Context: an optimization exercise on an open-source flow, tuned for small area, a short achievable clock period and few clock cycles per item. The choices shown serve that exercise and are no tape-out recipe.
Function was not checked in any run shown here: the RTL went through the layout flow alone.
Power and IR drop assume default switching activity.

==> flow/design.v, too long to show whole: its modules and the start of the top module <==
// module ysyx_041461_CSA: 10 lines
// module ysyx_041461_PGn: 11 lines
// module ysyx_041461_PGp: 11 lines
// module ysyx_041461_HA: 9 lines
// module ysyx_041461_MUL: 1810 lines
module ysyx_041461_MUL(
    input  wire   [0:0]  clk             ,
    input  wire   [0:0]  rst             ,
    input  wire   [0:0]  MUL_valid_in    ,
    input  wire   [1:0]  MUL_signed      ,
    input  wire   [63:0] MUL_multiplicand,
    input  wire   [63:0] MUL_multiplier  ,
    output wire   [0:0]  MUL_valid_out   ,
    output wire   [63:0] MUL_result_hi   ,
    output wire   [63:0] MUL_result_lo
);
  // ...
==> flow/run.sh <==
#!/bin/bash
# synth_recipe.tcl (not shown) runs the flow's synth.tcl, then flattens the netlist and writes it again
# the make line also repeats each setting of config.mk as NAME=value (left out here)
make -C /OpenROAD-flow-scripts/flow DESIGN_CONFIG=/design/flow/config.mk WORK_HOME=/design/flow/orfs CLKGATE_MAP_FILE= SYNTH_SCRIPT=/design/flow/synth_recipe.tcl finish
==> flow/config.mk <==
export PLATFORM = sky130hd
export DESIGN_NAME = ysyx_041461_MUL
export DESIGN_NICKNAME = ysyx_041461_MUL
export VERILOG_FILES = /design/flow/design.v
export SDC_FILE = /design/flow/constraint.sdc
export NUM_CORES = 4
export LEC_CHECK = 0
export ABC_AREA = 1
export CAP_MARGIN = 20
export CELL_PAD_IN_SITES_DETAIL_PLACEMENT = 1
export CELL_PAD_IN_SITES_GLOBAL_PLACEMENT = 2
export CORE_MARGIN = 2
export CORE_UTILIZATION = 30
export CTS_CLUSTER_DIAMETER = 100
export CTS_CLUSTER_SIZE = 25
export SETUP_SLACK_MARGIN = 5
export SLEW_MARGIN = 20
export SYNTH_HIERARCHICAL = 1
==> flow/constraint.sdc <==
create_clock -name core_clock -period 8.0 [get_ports {clk}]
set_input_delay 1.6000 -clock core_clock [delete_from_list [all_inputs] [get_ports {clk}]]
set_output_delay 1.6000 -clock core_clock [all_outputs]
set_load 0.01 [all_outputs]
==> notes.md, run 1 <==
Multi-In Gates=1,675; crit path launch type=register; P per Cell Area=467 nW/µm²; HPWL after DPL=64,700 µm; Seq/total area=27.0%; worst hold path class=reg -> reg; Worst Setup EP=MUL_valid_out[0]; CP Depth=1; grt met2 use=35.0%; hold buffer count at cts=0; Power Clock=1.63 mW; measured slew at the worst slew-check pin=0.914 ns; setup TNS=0 ns; fraction of layout cells with a size suffix above 1=13.8%; Hold Slack=0.350 ns; starting density of the core=30.2%; first-pass GRT wire length=126,000 µm; top cell category=multi-input gates; gr busiest metal=met2; total power=13.5 mW; crit path cell chain=dlygate4sd2_1; Tot GR Track Use=19.9%; multi-input gate share of total cell area=52.1%; register area=7790 µm²; Post-CTS Setup Inserts=3; switching share of power=48.0%; Synth warnings=7; critical path startpoint=ph[10]; H-tree Lvls=1; Critical R2R Launch=first_r1; status=timing/DRC/antenna clean; Max-Cap Viols=0; post-CTS resize count=149; Final Non-Filler Cells=3,675; Int Pwr=7.02 mW; TAP cells=1,060
==> run 2, diff against run 1 <==
--- a/flow/design.v
+++ b/flow/design.v
@@ -57,21 +57,18 @@
         idle <= 1'b1;
         ph   <= 10'b0;
     end else begin
         idle <= (idle & ~MUL_valid_in) | ph[10];
         ph   <= {ph[9:1], idle & MUL_valid_in};
     end
 end
 assign MUL_valid_out = ph[10];
-wire [1:0] first;
+wire [0:0] first;
 assign first[0] = ph[1];
-reg first_r1;
-always @(posedge clk) first_r1 <= idle & MUL_valid_in;
-assign first[1] = first_r1;
 wire m01_in = ~MUL_signed[1] & MUL_signed[0];
 reg [64:0] X;
 reg        m01_r, ext_r, b0_r;
 always @(posedge clk) begin
     X     <= {MUL_signed[1] & MUL_multiplicand[63], MUL_multiplicand};
     m01_r <= m01_in;
     b0_r  <= MUL_multiplier[0] & ~m01_in;
     ext_r <= MUL_signed[1] & MUL_signed[0] & MUL_multiplier[63];
@@ -449,86 +446,86 @@
 assign s_in[31] = S[39] & ~first[0];
 assign c_in[31] = first[0] ? b0row[29] : C[39];
 assign s_in[32] = S[40] & ~first[0];
 assign c_in[32] = first[0] ? b0row[30] : C[40];
 assign s_in[33] = S[41] & ~first[0];
 assign c_in[33] = first[0] ? b0row[31] : C[41];
 assign s_in[34] = S[42] & ~first[0];
 assign c_in[34] = first[0] ? b0row[32] : C[42];
-assign s_in[35] = S[43] & ~first[1];
-assign c_in[35] = first[1] ? b0row[33] : C[43];
-assign s_in[36] = S[44] & ~first[1];
-assign c_in[36] = first[1] ? b0row[34] : C[44];
-assign s_in[37] = S[45] & ~first[1];
-assign c_in[37] = first[1] ? b0row[35] : C[45];
-assign s_in[38] = S[46] & ~first[1];
-assign c_in[38] = first[1] ? b0row[36] : C[46];
-assign s_in[39] = S[47] & ~first[1];
-assign c_in[39] = first[1] ? b0row[37] : C[47];
-assign s_in[40] = S[48] & ~first[1];
-assign c_in[40] = first[1] ? b0row[38] : C[48];
-assign s_in[41] = S[49] & ~first[1];
-assign c_in[41] = first[1] ? b0row[39] : C[49];
-assign s_in[42] = S[50] & ~first[1];
-assign c_in[42] = first[1] ? b0row[40] : C[50];
-assign s_in[43] = S[51] & ~first[1];
-assign c_in[43] = first[1] ? b0row[41] : C[51];
-assign s_in[44] = S[52] & ~first[1];
-assign c_in[44] = first[1] ? b0row[42] : C[52];
-assign s_in[45] = S[53] & ~first[1];
-assign c_in[45] = first[1] ? b0row[43] : C[53];
-assign s_in[46] = S[54] & ~first[1];
-assign c_in[46] = first[1] ? b0row[44] : C[54];
-assign s_in[47] = S[55] & ~first[1];
-assign c_in[47] = first[1] ? b0row[45] : C[55];
-assign s_in[48] = S[56] & ~first[1];
-assign c_in[48] = first[1] ? b0row[46] : C[56];
-assign s_in[49] = S[57] & ~first[1];
-assign c_in[49] = first[1] ? b0row[47] : C[57];
-assign s_in[50] = S[58] & ~first[1];
-assign c_in[50] = first[1] ? b0row[48] : C[58];
-assign s_in[51] = S[59] & ~first[1];
-assign c_in[51] = first[1] ? b0row[49] : C[59];
-assign s_in[52] = S[60] & ~first[1];
-assign c_in[52] = first[1] ? b0row[50] : C[60];
-assign s_in[53] = S[61] & ~first[1];
-assign c_in[53] = first[1] ? b0row[51] : C[61];
-assign s_in[54] = S[62] & ~first[1];
-assign c_in[54] = first[1] ? b0row[52] : C[62];
-assign s_in[55] = S[63] & ~first[1];
-assign c_in[55] = first[1] ? b0row[53] : C[63];
-assign s_in[56] = S[64] & ~first[1];
-assign c_in[56] = first[1] ? b0row[54] : C[64];
-assign s_in[57] = S[65] & ~first[1];
-assign c_in[57] = first[1] ? b0row[55] : C[65];
-assign s_in[58] = S[66] & ~first[1];
-assign c_in[58] = first[1] ? b0row[56] : C[66];
-assign s_in[59] = S[67] & ~first[1];
-assign c_in[59] = first[1] ? b0row[57] : C[67];
-assign s_in[60] = S[68] & ~first[1];
-assign c_in[60] = first[1] ? b0row[58] : C[68];
-assign s_in[61] = S[69] & ~first[1];
-assign c_in[61] = first[1] ? b0row[59] : C[69];
-assign s_in[62] = S[70] & ~first[1];
-assign c_in[62] = first[1] ? b0row[60] : C[70];
-assign s_in[63] = S[71] & ~first[1];
-assign c_in[63] = first[1] ? b0row[61] : C[71];
-assign s_in[64] = S[72] & ~first[1];
-assign c_in[64] = first[1] ? b0row[62] : C[72];
-assign s_in[65] = first[1] ? ext_r : S[73];
-assign c_in[65] = first[1] ? b0row[63] : C[73];
-assign s_in[66] = S[74] & ~first[1];
-assign c_in[66] = first[1] ? b0row[64] : C[74];
-assign s_in[67] = S[75] & ~first[1];
-assign c_in[67] = first[1] ? b0row[65] : C[75];
-assign s_in[68] = 1'b0 & ~first[1];
-assign c_in[68] = first[1] ? b0row[66] : 1'b0;
-assign s_in[69] = 1'b0 & ~first[1];
-assign c_in[69] = first[1] ? 1'b0 : 1'b0;
+assign s_in[35] = S[43] & ~first[0];
+assign c_in[35] = first[0] ? b0row[33] : C[43];
+assign s_in[36] = S[44] & ~first[0];
+assign c_in[36] = first[0] ? b0row[34] : C[44];
+assign s_in[37] = S[45] & ~first[0];
+assign c_in[37] = first[0] ? b0row[35] : C[45];
+assign s_in[38] = S[46] & ~first[0];
+assign c_in[38] = first[0] ? b0row[36] : C[46];
+assign s_in[39] = S[47] & ~first[0];
+assign c_in[39] = first[0] ? b0row[37] : C[47];
+assign s_in[40] = S[48] & ~first[0];
+assign c_in[40] = first[0] ? b0row[38] : C[48];
+assign s_in[41] = S[49] & ~first[0];
+assign c_in[41] = first[0] ? b0row[39] : C[49];
+assign s_in[42] = S[50] & ~first[0];
+assign c_in[42] = first[0] ? b0row[40] : C[50];
+assign s_in[43] = S[51] & ~first[0];
+assign c_in[43] = first[0] ? b0row[41] : C[51];
+assign s_in[44] = S[52] & ~first[0];
+assign c_in[44] = first[0] ? b0row[42] : C[52];
+assign s_in[45] = S[53] & ~first[0];
+assign c_in[45] = first[0] ? b0row[43] : C[53];
+assign s_in[46] = S[54] & ~first[0];
+assign c_in[46] = first[0] ? b0row[44] : C[54];
+assign s_in[47] = S[55] & ~first[0];
+assign c_in[47] = first[0] ? b0row[45] : C[55];
+assign s_in[48] = S[56] & ~first[0];
+assign c_in[48] = first[0] ? b0row[46] : C[56];
+assign s_in[49] = S[57] & ~first[0];
+assign c_in[49] = first[0] ? b0row[47] : C[57];
+assign s_in[50] = S[58] & ~first[0];
+assign c_in[50] = first[0] ? b0row[48] : C[58];
+assign s_in[51] = S[59] & ~first[0];
+assign c_in[51] = first[0] ? b0row[49] : C[59];
+assign s_in[52] = S[60] & ~first[0];
+assign c_in[52] = first[0] ? b0row[50] : C[60];
+assign s_in[53] = S[61] & ~first[0];
+assign c_in[53] = first[0] ? b0row[51] : C[61];
+assign s_in[54] = S[62] & ~first[0];
+assign c_in[54] = first[0] ? b0row[52] : C[62];
+assign s_in[55] = S[63] & ~first[0];
+assign c_in[55] = first[0] ? b0row[53] : C[63];
+assign s_in[56] = S[64] & ~first[0];
+assign c_in[56] = first[0] ? b0row[54] : C[64];
+assign s_in[57] = S[65] & ~first[0];
+assign c_in[57] = first[0] ? b0row[55] : C[65];
+assign s_in[58] = S[66] & ~first[0];
+assign c_in[58] = first[0] ? b0row[56] : C[66];
+assign s_in[59] = S[67] & ~first[0];
+assign c_in[59] = first[0] ? b0row[57] : C[67];
+assign s_in[60] = S[68] & ~first[0];
+assign c_in[60] = first[0] ? b0row[58] : C[68];
+assign s_in[61] = S[69] & ~first[0];
+assign c_in[61] = first[0] ? b0row[59] : C[69];
+assign s_in[62] = S[70] & ~first[0];
+assign c_in[62] = first[0] ? b0row[60] : C[70];
+assign s_in[63] = S[71] & ~first[0];
+assign c_in[63] = first[0] ? b0row[61] : C[71];
+assign s_in[64] = S[72] & ~first[0];
+assign c_in[64] = first[0] ? b0row[62] : C[72];
+assign s_in[65] = first[0] ? ext_r : S[73];
+assign c_in[65] = first[0] ? b0row[63] : C[73];
+assign s_in[66] = S[74] & ~first[0];
+assign c_in[66] = first[0] ? b0row[64] : C[74];
+assign s_in[67] = S[75] & ~first[0];
+assign c_in[67] = first[0] ? b0row[65] : C[75];
+assign s_in[68] = 1'b0 & ~first[0];
+assign c_in[68] = first[0] ? b0row[66] : 1'b0;
+assign s_in[69] = 1'b0 & ~first[0];
+assign c_in[69] = first[0] ? 1'b0 : 1'b0;
 wire n3_in = n3 & ~first[0];
 wire [73:0] hp, hg;
 ysyx_041461_HA uh0 (.a(S[0]), .b(C[0]), .cout(hg[0]), .s(hp[0]));
 ysyx_041461_HA uh1 (.a(S[1]), .b(C[1]), .cout(hg[1]), .s(hp[1]));
 ysyx_041461_HA uh2 (.a(S[2]), .b(C[2]), .cout(hg[2]), .s(hp[2]));
 ysyx_041461_HA uh3 (.a(S[3]), .b(C[3]), .cout(hg[3]), .s(hp[3]));
 ysyx_041461_HA uh4 (.a(S[4]), .b(C[4]), .cout(hg[4]), .s(hp[4]));
 ysyx_041461_HA uh5 (.a(S[5]), .b(C[5]), .cout(hg[5]), .s(hp[5]));
==> flow/config.mk (replaced) <==
export PLATFORM = sky130hd
export DESIGN_NAME = ysyx_041461_MUL
export DESIGN_NICKNAME = ysyx_041461_MUL
export VERILOG_FILES = /design/flow/design.v
export SDC_FILE = /design/flow/constraint.sdc
export NUM_CORES = 4
export LEC_CHECK = 0
export CAP_MARGIN = 20
export CELL_PAD_IN_SITES_DETAIL_PLACEMENT = 1
export CELL_PAD_IN_SITES_GLOBAL_PLACEMENT = 2
export CORE_MARGIN = 2
export CORE_UTILIZATION = 30
export CTS_CLUSTER_DIAMETER = 100
export CTS_CLUSTER_SIZE = 25
export SETUP_SLACK_MARGIN = 5
export SLEW_MARGIN = 20
export SYNTH_HIERARCHICAL = 1
==> run 2 against run 1 <==
Net effect: still clean on timing, DRC and antenna; design area decreased by 1.7%; synthesized cell count decreased by 10%; flip-flop and latch count decreased by 1; sequential power decreased by 34%; critical endpoint is now C[56]; largest power group is now registers; highest routed layer unchanged.
==> notes.md, run 2 <==
r2r endpoint=C[56]; Critical R2R Launch=ph[1]; Initial DRT Pass Iterations=5; dpl cells=3,285; most frequent cells in the layout=354 x dfxtp_1, 315 x xnor2_1, 288 x a22oi_1, 262 x fa_1, 136 x a21oi_2; Clock Sinks=381; worst-case clock buffer depth=3; Remaining Overflow, GRT=0; Synth Instances=2,137; crit path launch type=register; Final Wtd Congestion=0.828; worst hold path class=reg -> reg; leakage=10.9 nW; Hold Crit Depth=0; first-pass GRT wire length=123,000 µm (-2.0%); Routed met3 length=3300 µm; internal reg-to-reg setup slack=5.08 ns; Post-DP Area=27,300 µm²; Clock transition at path regs=0.09 ns; Horiz. Die Dim=287 µm; Tot GR Track Use=19.7% (-0.22 points); Max VDD drop=0.165 mV; WHS Endpoint=Q[28]; Final Non-Filler Cells=3,344 (-9.0%); CP endpoint kind=register; Routed met2 length=40,200 µm; critical path arrival=3.42 ns; Largest regs=C (75), S (75), hi (66); Max-Cap Viols=0 (unchanged); Fmax=343 MHz; crit-path max cell delay=0.52 ns; H-tree Lvls=1 (unchanged); status=timing/DRC/antenna clean; CP most frequent cell=fa_1; CORE AREA=79,000 µm²; CP max-delay cell=fa_1; fin. max-slew vios=0; post-synthesis instance area=24,000 µm²; average size of a mapped cell=11.2 µm²; Crit Path Class=reg -> reg; Metal-1 WL=36,300 µm; fin crit period=2.92 ns; Final Skew=0.0353 ns; Post-Layout Inst Area=28,400 µm²; hold buffer count at cts=0 (unchanged); CTS tree=built; commonest non-fill, non-tap cell in the layout=dfxtp_1; Synth warnings=7 (unchanged); 1st-iter DRT viols=941; starting density of the core=30.3% (+0.15 points); HPWL after DPL=62,700 µm (-3.1%); number of remaining DRC errors=0; port bufs=261; DRT Wirelength=81,600 µm; crit path cell chain=inv_2, buf_8, a22o_1, fa_1, fa_1, fa_1; fin crit share=36.5%; Hold Slack=0.351 ns (+0.000639 ns); setup TNS=0 ns (unchanged); Buf/Inv on CP=2; Vias per Instance=5.09; number of global-route vias before repair=18,900; Syn-to-layout area delta=18.4%; min-delay src=Q[36]; Avg WL per Cell=24.4 µm; reg2reg path depth=6; clock root cell=clkbuf_16; clock latency (worst-skew pair)=0.64 ns; measured slew at the worst slew-check pin=0.947 ns (+0.0325 ns); die height=287 µm; initial antenna violation count=2; NumNets Final=2,751; fraction of layout cells with a size suffix above 1=13.9% (+0.096 points); IO Pins=262; Die ar.=82,100 µm²; P per Cell Area=164 nW/µm² (-65%); Fin. Hold Viols=0; ANT nets after route=0; pin count of the biggest net entering global routing=66; worst rel slew slack=36.5%; routed via count=17,000; TritonCTS Buffers=28; Worst path top cell family by delay=adder cells; crit-path max FO=65; unrepaired setup endpoints after global routing=true; CP Depth=6 (+5); highest routing layer actually used=met4; num rows=103; setup violators final=0; critical path required time=8.51 ns
==> run 2: repair_timing <==
item                                    in CTS  in global routing
endpoints found under the setup margin     262                 40
buffers inserted                             2                  2
cloned                                       1                  2
pin swaps                                    1                  0
resized for setup                          145                  6
endpoints found under the hold margin        0                  0
==> run 2: final cells by class <==
| class | instances | area (µm²) |
|---|---|---|
| Antenna cell | 1 | 2.50 |
| Timing Repair Buffer | 288 | 2740 |
| Fill cell | 8591 | 50600 |
| Tap cell | 1050 | 1310 |
| Sequential cell | 381 | 7770 |
| Inverter | 24 | 90.1 |
| Clock buffer | 30 | 739 |
| Multi-Input combinational cell | 1549 | 15400 |
| Clock inverter | 21 | 332 |
==> run 2: worst max-delay path by stage <==
stage | start | end | slack [ns]
after floorplan | ph[1] | C[9] | 5.01
after global placement | ph[1] | C[9] | 4.39
after detailed placement | ph[1] | C[9] | 4.35
after CTS | ph[1] | C[9] | 4.84
after global routing | S[1] | hi[47] | 5.00
final | ph[1] | C[56] | 5.08
==> run 2: power by group <==
| group | switching (mW) | internal, mW |
|---|---|---|
| logic | 0.406 | 0.346 |
| registers | 0.149 | 2.08 |
| clock network | 0.894 | 0.770 |
==> run 2: layer usage <==
metal / up-vias / track usage [%]
li1: 7602 / -
met1: 8872 / 26.2
met2: 459 / 34.1
met3: 73 / 2.23
met4: 0 / 4.54
met5: - / 0
==> run 2: per-stage QoR <==
stage                     util (%)  worst slack (ns)  power [mW]
after floorplan                  -              5.01        2.63
after global placement        34.5              4.39        3.10
after detailed placement      34.5              4.35        3.12
after CTS                     35.8              4.84        4.74
after global routing          35.9              5.00        4.89
final                         35.9              5.08        4.65
